What follows belongs to an exercise in optimizing a design on an open flow for small area, a short achievable clock period and few clock cycles per item; a production flow would make more cautious choices. In this exercise RTL edits were held to simulation tests only and were not proved equivalent to the original.

==> job 8568: inputs <==
==> flow/design.v <==
module gcd_ctrl
	(input start				,
	input reset_n				,
	input clk					,
	input registers_equal		,
	input register_a_smaller	,
	output swap_registers		,
	output subtract_registers	,
	output done_flag			);
	enum logic [1:0] {
		TEST = 2'h0,
		SWAP = 2'h1,
		SUBT = 2'h2,
		DONE = 2'h3
	} ps, ns;
	always_ff @(posedge clk, negedge reset_n) begin
		if (~reset_n)			ps <= DONE;
		else					ps <= ns;
	end
	always_comb
		case (ps)
			DONE:	if (start)						ns = TEST;
					else							ns = DONE;
			TEST:	if (registers_equal)			ns = DONE;
					else if (register_a_smaller)	ns = SWAP;
					else 							ns = SUBT;
			SWAP:									ns = SUBT;
			SUBT:									ns = TEST;
		endcase
	assign swap_registers		= (ns == SWAP);
	assign subtract_registers	= (ns == SUBT);
	assign done_flag			= (ns == DONE && ps == TEST);
endmodule
	module gcd(	input [31:0] a_in,           
			input [31:0] b_in,           
			input start,                 
			input reset_n,               
			input clk,                   
			output reg [31:0] result,   
			output reg done);           
	logic			registers_equal		;
	logic			register_a_smaller	;
	logic			swap_registers		;
	logic			subtract_registers	;
	logic			done_flag			;
	logic	[31:0]	register_b			;
	always_ff @(posedge clk, negedge reset_n) begin
		if (~reset_n)					register_b <= 0;
		else if (start)					register_b <= b_in;
		else if (swap_registers)		register_b <= result;
	end
	always_ff @(posedge clk, negedge reset_n) begin
		if (~reset_n)					result <= 0;
		else if (start)					result <= a_in;
		else if (swap_registers)		result <= register_b;
		else if (subtract_registers)	result <= result - register_b;
	end
	always_ff @(posedge clk, negedge reset_n) begin
		if (~reset_n)					done <= 0;
		else if (done_flag)				done <= 1;
		else							done <= 0;
	end
	assign registers_equal		= (result == register_b);
	assign register_a_smaller	= (result < register_b);
	gcd_ctrl gcd_ctrl_0(
		.start					,
		.reset_n				,
		.clk					,
		.registers_equal		,
		.register_a_smaller		,
		.swap_registers			,
		.subtract_registers		,
		.done_flag				);
endmodule
==> flow/run.sh <==
#!/bin/bash
# synth_recipe.tcl (not shown) runs the flow's synth.tcl, then flattens the netlist and writes it again
# the make line also repeats each setting of config.mk as NAME=value (left out here)
make -C /OpenROAD-flow-scripts/flow DESIGN_CONFIG=/design/flow/config.mk WORK_HOME=/design/flow/orfs CLKGATE_MAP_FILE= SYNTH_SCRIPT=/design/flow/synth_recipe.tcl finish
==> flow/config.mk <==
export PLATFORM = sky130hd
export DESIGN_NAME = gcd
export DESIGN_NICKNAME = gcd
export VERILOG_FILES = /design/flow/design.v
export SDC_FILE = /design/flow/constraint.sdc
export NUM_CORES = 4
export LEC_CHECK = 0
export CAP_MARGIN = 20
export CORE_MARGIN = 2
export CORE_UTILIZATION = 40
export SLEW_MARGIN = 20
==> flow/constraint.sdc <==
create_clock -name core_clock -period 4.5 [get_ports {clk}]
set_input_delay 0.9000 -clock core_clock [delete_from_list [all_inputs] [get_ports {clk}]]
set_output_delay 0.9000 -clock core_clock [all_outputs]
set_load 0.01 [all_outputs]
==> job 7914: changes against job 8568 <==
==> flow/design.v, changed modules only <==
module gcd #(parameter int CAP = 4)
	(	input [31:0] a_in,           
		input [31:0] b_in,           
		input start,                 
		input reset_n,               
		input clk,                   
		output logic [31:0] result,  
		output logic done);          
	logic	[31:0]	reg_a, reg_b;
	logic			busy;
	logic			zero_a, zero_b;      
	logic			b_even;              
	logic			finish;              
	logic	[4:0]	k;                   
	logic	[31:0]	op_a, op_b, x, gen, prop, carry, diff, mask, shifted, next_a;
	logic			sign, equal, more_twos, k_zero, shl, step;
	logic	[CAP:1]	sel;
	logic	[4:0]	k_in;
	assign op_a		= zero_a ? 32'd0 : reg_a;
	assign op_b		= zero_b ? 32'd0 : reg_b;
	assign x		= op_a ^ op_b;
	assign gen		= op_a & ~op_b;
	assign prop		= ~x;
	logic	[31:0]	pg0, pg1, pg2, pg3, pg4, pg5;    
	logic	[31:0]	pp0, pp1, pp2, pp3, pp4, pp5;    
	assign pg0 = gen;
	assign pp0 = prop;
	prefix_level #(0) u_l0 (pg0, pp0, pg1, pp1);
	prefix_level #(1) u_l1 (pg1, pp1, pg2, pp2);
	prefix_level #(2) u_l2 (pg2, pp2, pg3, pp3);
	prefix_level #(3) u_l3 (pg3, pp3, pg4, pp4);
	prefix_level #(4) u_l4 (pg4, pp4, pg5, pp5);
	assign carry	= {pg5[30:0] | pp5[30:0], 1'b1};
	assign diff		= prop ^ carry;
	assign sign		= ~(pg5[31] | pp5[31]);      
	logic	[CAP:1]	none;                
	assign none[1] = 1'b1;
	for (genvar j = 1; j <= CAP; j++) begin : g_sel
		if (j < CAP) begin : g_mid
			assign sel[j]		= none[j] & x[j];
			assign none[j+1]	= none[j] & ~x[j];
		end else begin : g_last
			assign sel[j]		= none[j];
		end
	end
	assign more_twos = (x[CAP:0] == '0);
	for (genvar i = 0; i < 32; i++) begin : g_shift
		logic [CAP:1] terms, fit;
		for (genvar j = 1; j <= CAP; j++) begin : g_term
			if (i + j <= 31) begin : g_in
				assign terms[j]	= sel[j] & diff[i + j];
				assign fit[j]	= sel[j];
			end else begin : g_out
				assign terms[j]	= 1'b0;
				assign fit[j]	= 1'b0;
			end
		end
		assign shifted[i] = |terms;
		if (i == 0) begin : g_lsb
			assign mask[i] = more_twos & ~pp5[CAP - 1];
		end else if (i + CAP <= 31) begin : g_low
			assign mask[i] = more_twos ? ~pp5[i + CAP - 1] : 1'b1;
		end else begin : g_top
			assign mask[i] = |fit;
		end
	end
	assign next_a	= shifted ^ (mask & {32{sign}});
	assign equal	= ~zero_a & ~zero_b & (x == '0);
	assign k_zero	= (k == 5'd0);
	assign done		= busy & k_zero & (finish | equal);
	assign shl		= busy & ~k_zero & (finish | equal);
	assign step		= busy & ~finish & ~equal;
	always_comb begin
		k_in = 5'd0;
		for (int i = 31; i >= 0; i--)
			if (a_in[i] | b_in[i]) k_in = 5'(i);
	end
	always_ff @(posedge clk, negedge reset_n) begin
		if (~reset_n)		busy <= 1'b0;
		else				busy <= start | (busy & ~done);
	end
	always_ff @(posedge clk) begin
		if (start) begin
			reg_a	<= a_in;
			zero_b	<= ~a_in[0];
			zero_a	<= a_in[0] & ~b_in[0];
			b_even	<= ~b_in[0];
		end else begin
			reg_a	<= next_a;
			zero_b	<= more_twos;
			zero_a	<= b_even & zero_b & ~more_twos;
			b_even	<= b_even & zero_b;
		end
	end
	always_ff @(posedge clk) begin
		if (start) begin
			reg_b	<= b_in;
			finish	<= 1'b0;
			k		<= k_in;
		end else if (shl) begin
			reg_b	<= reg_b << 1;
			finish	<= 1'b1;
			k		<= k - 5'd1;
		end else if (step & sign) begin
			reg_b	<= reg_a;
		end
	end
	assign result	= reg_b;
endmodule
module prefix_level #(parameter int L = 0)
	(	input [31:0] g_in, p_in,
		output logic [31:0] g_out, p_out);
	for (genvar i = 0; i < 32; i++) begin : g_bit
		localparam int J = ((i >> L) << L) - 1;
		localparam bit NODE = ((i >> L) % 2 == 1);
		if (NODE) begin : g_node
			assign g_out[i] = g_in[i] | p_in[i] & g_in[J];
			assign p_out[i] = p_in[i] & p_in[J];
		end else begin : g_pass
			assign g_out[i] = g_in[i];
			assign p_out[i] = p_in[i];
		end
	end
endmodule
// module gcd_ctrl removed
ABC_AREA = 1   (was not set)
SETUP_SLACK_MARGIN = 0.6   (was not set)
==> qor summary <==
item                                                          job 7914               job 8568
Result of the run                             timing/DRC/antenna clean  timing/DRC/antenna clean
Distinct cells, synth                                               55                     57
Count of yosys warnings during synthesis                             1                      2
Seq cells                                                           74                     67
Routability Congestion                                           0.939                  0.923
Post-CTS Setup Repair Bufs                                           1                      0
Synth Flop Type                                               edfxtp_1                dfrtp_1
Maximum single-stage delay on the critical path                0.36 ns                0.42 ns
Highest clock rate                                             266 MHz                287 MHz
Slew at the pin closest to its max-slew limit                 0.947 ns               0.981 ns
Proportion of layout cells with a drive suffix above 1          0.0822                 0.0717
Met1 Use GR                                                      0.318                  0.293
Total area of multi-input combinational cells              0.00430 mm2            0.00329 mm2
Final cell utilization of the core                               0.514                  0.521
Detail Placement HPWL                                          15.3 mm                10.6 mm
Mean area per synthesized cell                                6.27 um2               7.90 um2
Reg-to-reg critical path startpoint                     zero_b$_DFF_P_  result[0]$_DFFE_PN0P_
Testbench counts of job 8568, summed over its fixed seeds: cycles 1,879,978, items 8,000.
Testbench counts of job 7914, summed over its fixed seeds: cycles 158,140, items 8,000.

---

==> maple <==
gcd, a different RTL version from the one above (not shown whole).
==> module gcd, before the edit <==
module gcd #(parameter int CAP = 4)
	(	input [31:0] a_in,           
		input [31:0] b_in,           
		input start,                 
		input reset_n,               
		input clk,                   
		output logic [31:0] result,  
		output logic done);          
	logic	[31:0]	reg_a, reg_b;
	logic			busy;
	logic			zero_a, zero_b;      
	logic			plus_one;            
	logic			b_even;              
	logic			finish;              
	logic	[4:0]	k;                   
	logic	[31:0]	op_a, op_b, x, gen, prop, carry, diff, shifted, next_a;
	logic			c_out, sign, equal, more_twos, k_zero, shl, step;
	logic	[CAP:1]	sel;
	logic	[4:0]	k_in;
	assign op_a		= zero_a ? 32'd0 : reg_a;
	assign op_b		= zero_b ? {32{plus_one}} : reg_b;
	assign x		= op_a ^ op_b;
	assign gen		= op_a & ~op_b;
	assign prop		= ~x;
	logic	[31:0]	pg0, pg1, pg2, pg3, pg4, pg5;    
	logic	[31:0]	pp0, pp1, pp2, pp3, pp4, pp5;    
	assign pg0 = gen;
	assign pp0 = prop;
	prefix_level #(0) u_l0 (pg0, pp0, pg1, pp1);
	prefix_level #(1) u_l1 (pg1, pp1, pg2, pp2);
	prefix_level #(2) u_l2 (pg2, pp2, pg3, pp3);
	prefix_level #(3) u_l3 (pg3, pp3, pg4, pp4);
	prefix_level #(4) u_l4 (pg4, pp4, pg5, pp5);
	assign carry	= {pg5[30:0] | pp5[30:0], 1'b1};
	assign c_out	= pg5[31] | pp5[31];
	assign diff		= prop ^ carry;
	assign sign		= ~(c_out | zero_b);
	logic	[CAP:1]	none;                
	assign none[1] = 1'b1;
	for (genvar j = 1; j <= CAP; j++) begin : g_sel
		if (j < CAP) begin : g_mid
			assign sel[j]		= none[j] & x[j];
			assign none[j+1]	= none[j] & ~x[j];
		end else begin : g_last
			assign sel[j]		= none[j];
		end
	end
	assign more_twos = none[CAP] & ~x[CAP];
	for (genvar i = 0; i < 32; i++) begin : g_shift
		logic [CAP:1] terms;
		for (genvar j = 1; j <= CAP; j++) begin : g_term
			if (i + j <= 31) begin : g_in
				assign terms[j]	= sel[j] & diff[i + j];
			end else begin : g_out
				assign terms[j]	= sel[j] & sign;
			end
		end
		assign shifted[i] = |terms;
	end
	assign next_a	= {shifted[31:1] ^ {31{sign}}, more_twos ? shifted[0] ^ sign : 1'b1};
	assign equal	= ~zero_a & ~zero_b & (x == '0);
	assign k_zero	= (k == 5'd0);
	assign done		= busy & k_zero & (finish | equal);
	assign shl		= busy & ~k_zero & (finish | equal);
	assign step		= busy & ~finish & ~equal;
	always_comb begin
		k_in = 5'd0;
		for (int i = 31; i >= 0; i--)
			if (a_in[i] | b_in[i]) k_in = 5'(i);
	end
	always_ff @(posedge clk, negedge reset_n) begin
		if (~reset_n)		busy <= 1'b0;
		else				busy <= start | (busy & ~done);
	end
	always_ff @(posedge clk) begin
		if (start) begin
			reg_a		<= a_in;
			zero_b		<= ~a_in[0];
			zero_a		<= a_in[0] & ~b_in[0];
			b_even		<= ~b_in[0];
			plus_one	<= 1'b0;
		end else begin
			reg_a		<= next_a;
			zero_b		<= more_twos;
			zero_a		<= b_even & zero_b & ~more_twos;
			b_even		<= b_even & zero_b;
			plus_one	<= sign & more_twos;
		end
	end
	always_ff @(posedge clk) begin
		if (start) begin
			reg_b	<= b_in;
			finish	<= 1'b0;
			k		<= k_in;
		end else if (shl) begin
			reg_b	<= reg_b << 1;
			finish	<= 1'b1;
			k		<= k - 5'd1;
		end else if (step & sign) begin
			reg_b	<= reg_a;
		end
	end
	assign result	= reg_b;
endmodule
export LEC_CHECK = 0
export ABC_AREA = 1
export CAP_MARGIN = 20
export CORE_MARGIN = 2
export CORE_UTILIZATION = 65
export SETUP_SLACK_MARGIN = 0.35
export SLEW_MARGIN = 20
create_clock -name core_clock -period 4.5 [get_ports {clk}]
standard.sh (not shown) runs the stock make flow with config.mk's settings and CLKGATE_MAP_FILE= SYNTH_SCRIPT=/design/flow/synth_recipe.tcl, a recipe that flattens the netlist after the stock synthesis.
==> flow/flow/run.sh <==
#!/bin/bash
# The standard layout with two changes:
#  - synthesis maps the logic with an area-oriented ABC script (abc.script
#    here, in place of ORFS's abc_area.script; ABC_AREA is 1 in config.mk),
#    leaving the sizing for timing to the placement and repair steps;
#  - the port buffers are the smallest buffer (buf_1).
# Each step's full log is under orfs/logs/; make's output goes to make.log.
set -euo pipefail
here=$(pwd)
rm -rf "$here/scripts"
cp -r "$FLOW_HOME/scripts" "$here/scripts"
chmod -R u+w "$here/scripts"
cp "$here/flow/abc.script" "$here/scripts/abc_area.script"
export SCRIPTS_DIR="$here/scripts"
export BUFFER_PORTS_ARGS="-buffer_cell sky130_fd_sc_hd__buf_1"
bash standard.sh finish > make.log 2>&1
==> flow/flow/abc.script <==
strash
&get -n
&st
&dch
&nf -a
&put
topo
stime -c
==> inputs of raven, as changes to maple <==
--- a/flow/design.v
+++ b/flow/design.v
@@ -10,14 +10,13 @@
 	logic			busy;
 	logic			zero_a, zero_b;      
-	logic			plus_one;            
 	logic			b_even;              
 	logic			finish;              
 	logic	[4:0]	k;                   
-	logic	[31:0]	op_a, op_b, x, gen, prop, carry, diff, shifted, next_a;
-	logic			c_out, sign, equal, more_twos, k_zero, shl, step;
+	logic	[31:0]	op_a, op_b, x, gen, prop, carry, diff, mask, shifted, next_a;
+	logic			sign, equal, more_twos, k_zero, shl, step;
 	logic	[CAP:1]	sel;
 	logic	[4:0]	k_in;
 	assign op_a		= zero_a ? 32'd0 : reg_a;
-	assign op_b		= zero_b ? {32{plus_one}} : reg_b;
+	assign op_b		= zero_b ? 32'd0 : reg_b;
 	assign x		= op_a ^ op_b;
 	assign gen		= op_a & ~op_b;
@@ -33,7 +32,6 @@
 	prefix_level #(4) u_l4 (pg4, pp4, pg5, pp5);
 	assign carry	= {pg5[30:0] | pp5[30:0], 1'b1};
-	assign c_out	= pg5[31] | pp5[31];
 	assign diff		= prop ^ carry;
-	assign sign		= ~(c_out | zero_b);
+	assign sign		= ~(pg5[31] | pp5[31]);      
 	logic	[CAP:1]	none;                
 	assign none[1] = 1'b1;
@@ -46,17 +44,26 @@
 		end
 	end
-	assign more_twos = none[CAP] & ~x[CAP];
+	assign more_twos = (x[CAP:0] == '0);
 	for (genvar i = 0; i < 32; i++) begin : g_shift
-		logic [CAP:1] terms;
+		logic [CAP:1] terms, fit;
 		for (genvar j = 1; j <= CAP; j++) begin : g_term
 			if (i + j <= 31) begin : g_in
 				assign terms[j]	= sel[j] & diff[i + j];
+				assign fit[j]	= sel[j];
 			end else begin : g_out
-				assign terms[j]	= sel[j] & sign;
+				assign terms[j]	= 1'b0;
+				assign fit[j]	= 1'b0;
 			end
 		end
 		assign shifted[i] = |terms;
+		if (i == 0) begin : g_lsb
+			assign mask[i] = more_twos & ~pp5[CAP - 1];
+		end else if (i + CAP <= 31) begin : g_low
+			assign mask[i] = more_twos ? ~pp5[i + CAP - 1] : 1'b1;
+		end else begin : g_top
+			assign mask[i] = |fit;
+		end
 	end
-	assign next_a	= {shifted[31:1] ^ {31{sign}}, more_twos ? shifted[0] ^ sign : 1'b1};
+	assign next_a	= shifted ^ (mask & {32{sign}});
 	assign equal	= ~zero_a & ~zero_b & (x == '0);
 	assign k_zero	= (k == 5'd0);
@@ -75,15 +82,13 @@
 	always_ff @(posedge clk) begin
 		if (start) begin
-			reg_a		<= a_in;
-			zero_b		<= ~a_in[0];
-			zero_a		<= a_in[0] & ~b_in[0];
-			b_even		<= ~b_in[0];
-			plus_one	<= 1'b0;
+			reg_a	<= a_in;
+			zero_b	<= ~a_in[0];
+			zero_a	<= a_in[0] & ~b_in[0];
+			b_even	<= ~b_in[0];
 		end else begin
-			reg_a		<= next_a;
-			zero_b		<= more_twos;
-			zero_a		<= b_even & zero_b & ~more_twos;
-			b_even		<= b_even & zero_b;
-			plus_one	<= sign & more_twos;
+			reg_a	<= next_a;
+			zero_b	<= more_twos;
+			zero_a	<= b_even & zero_b & ~more_twos;
+			b_even	<= b_even & zero_b;
 		end
 	end
==> flow/flow/run.sh (replaced) <==
#!/bin/bash
# The standard layout, with the port buffers made of the smallest buffer
# (buf_1) instead of the default pick. Each step's full log is under
# orfs/logs/; make's own output goes to make.log here.
set -euo pipefail
export BUFFER_PORTS_ARGS="-buffer_cell sky130_fd_sc_hd__buf_1"
bash standard.sh finish > make.log 2>&1
--- a/flow/config.mk
+++ b/flow/config.mk
@@ -9,5 +9,5 @@
 export CAP_MARGIN = 20
 export CORE_MARGIN = 2
-export CORE_UTILIZATION = 65
-export SETUP_SLACK_MARGIN = 0.35
+export CORE_UTILIZATION = 40
+export SETUP_SLACK_MARGIN = 0.6
 export SLEW_MARGIN = 20
removed: flow/flow/abc.script
==> qor summary <==
	raven	maple
Run status	timing/DRC/antenna clean	timing/DRC/antenna clean
Sequential share of cell area	23.5%	27.3%
Post-Layout Cell Count	1378	961
Area added between synthesis and finish	18.5%	19.5%
Pin count of the biggest net entering global routing	104	74
Met2 GRT Util	39.8%	59.0%
Count of buffers not belonging to the clock network in the layout	122	120
Most common cell after layout, fill and taps aside	sky130_fd_sc_hd__nand2_1	sky130_fd_sc_hd__buf_1
Standard cell with the maximum stage delay on the critical path	sky130_fd_sc_hd__dfxtp_2	sky130_fd_sc_hd__or4_4
Testbench counts of maple, summed over its fixed seeds: cycles 158,140, items 8,000.
Testbench counts of raven, summed over its fixed seeds: cycles 158,140, items 8,000.

[separate check: timing with driven ports]
In the flow no input, the clock included, has a driving cell. The finished layouts below were timed again as built, in two steps. Step 1: set_driving_cell puts a clkbuf_16 on clk and a buf_2 on each other input, an assumption about the parent block. Step 2 moves the port delays by t, midway between the first and last clock arrival at a register: inputs arrive t later, outputs are due t later. That takes back most of the time a late clock gives input paths. a / b / c = ideal ports / drivers / drivers and shift; a / b = the first two.
run	t, ns	setup WS [ns]	worst setup path after step 2	latest minus earliest clock arrival (ns)
job 8568	0.383	1.019 / 1.019 / 1.019	register to register	0.008 / 0.008
job 7914	0.390	0.742 / 0.696 / 0.850	input to register	0.004 / 0.004
maple	0.393	0.465 / 0.430 / 0.151	input to register	0.017 / 0.017
raven	0.392	0.736 / 0.693 / 0.920	register to register	0.007 / 0.006
After both steps every run listed still meets setup and hold. The setup slack of maple, which loses most, moves by -0.035 ns with the drivers and by -0.314 ns with both steps.
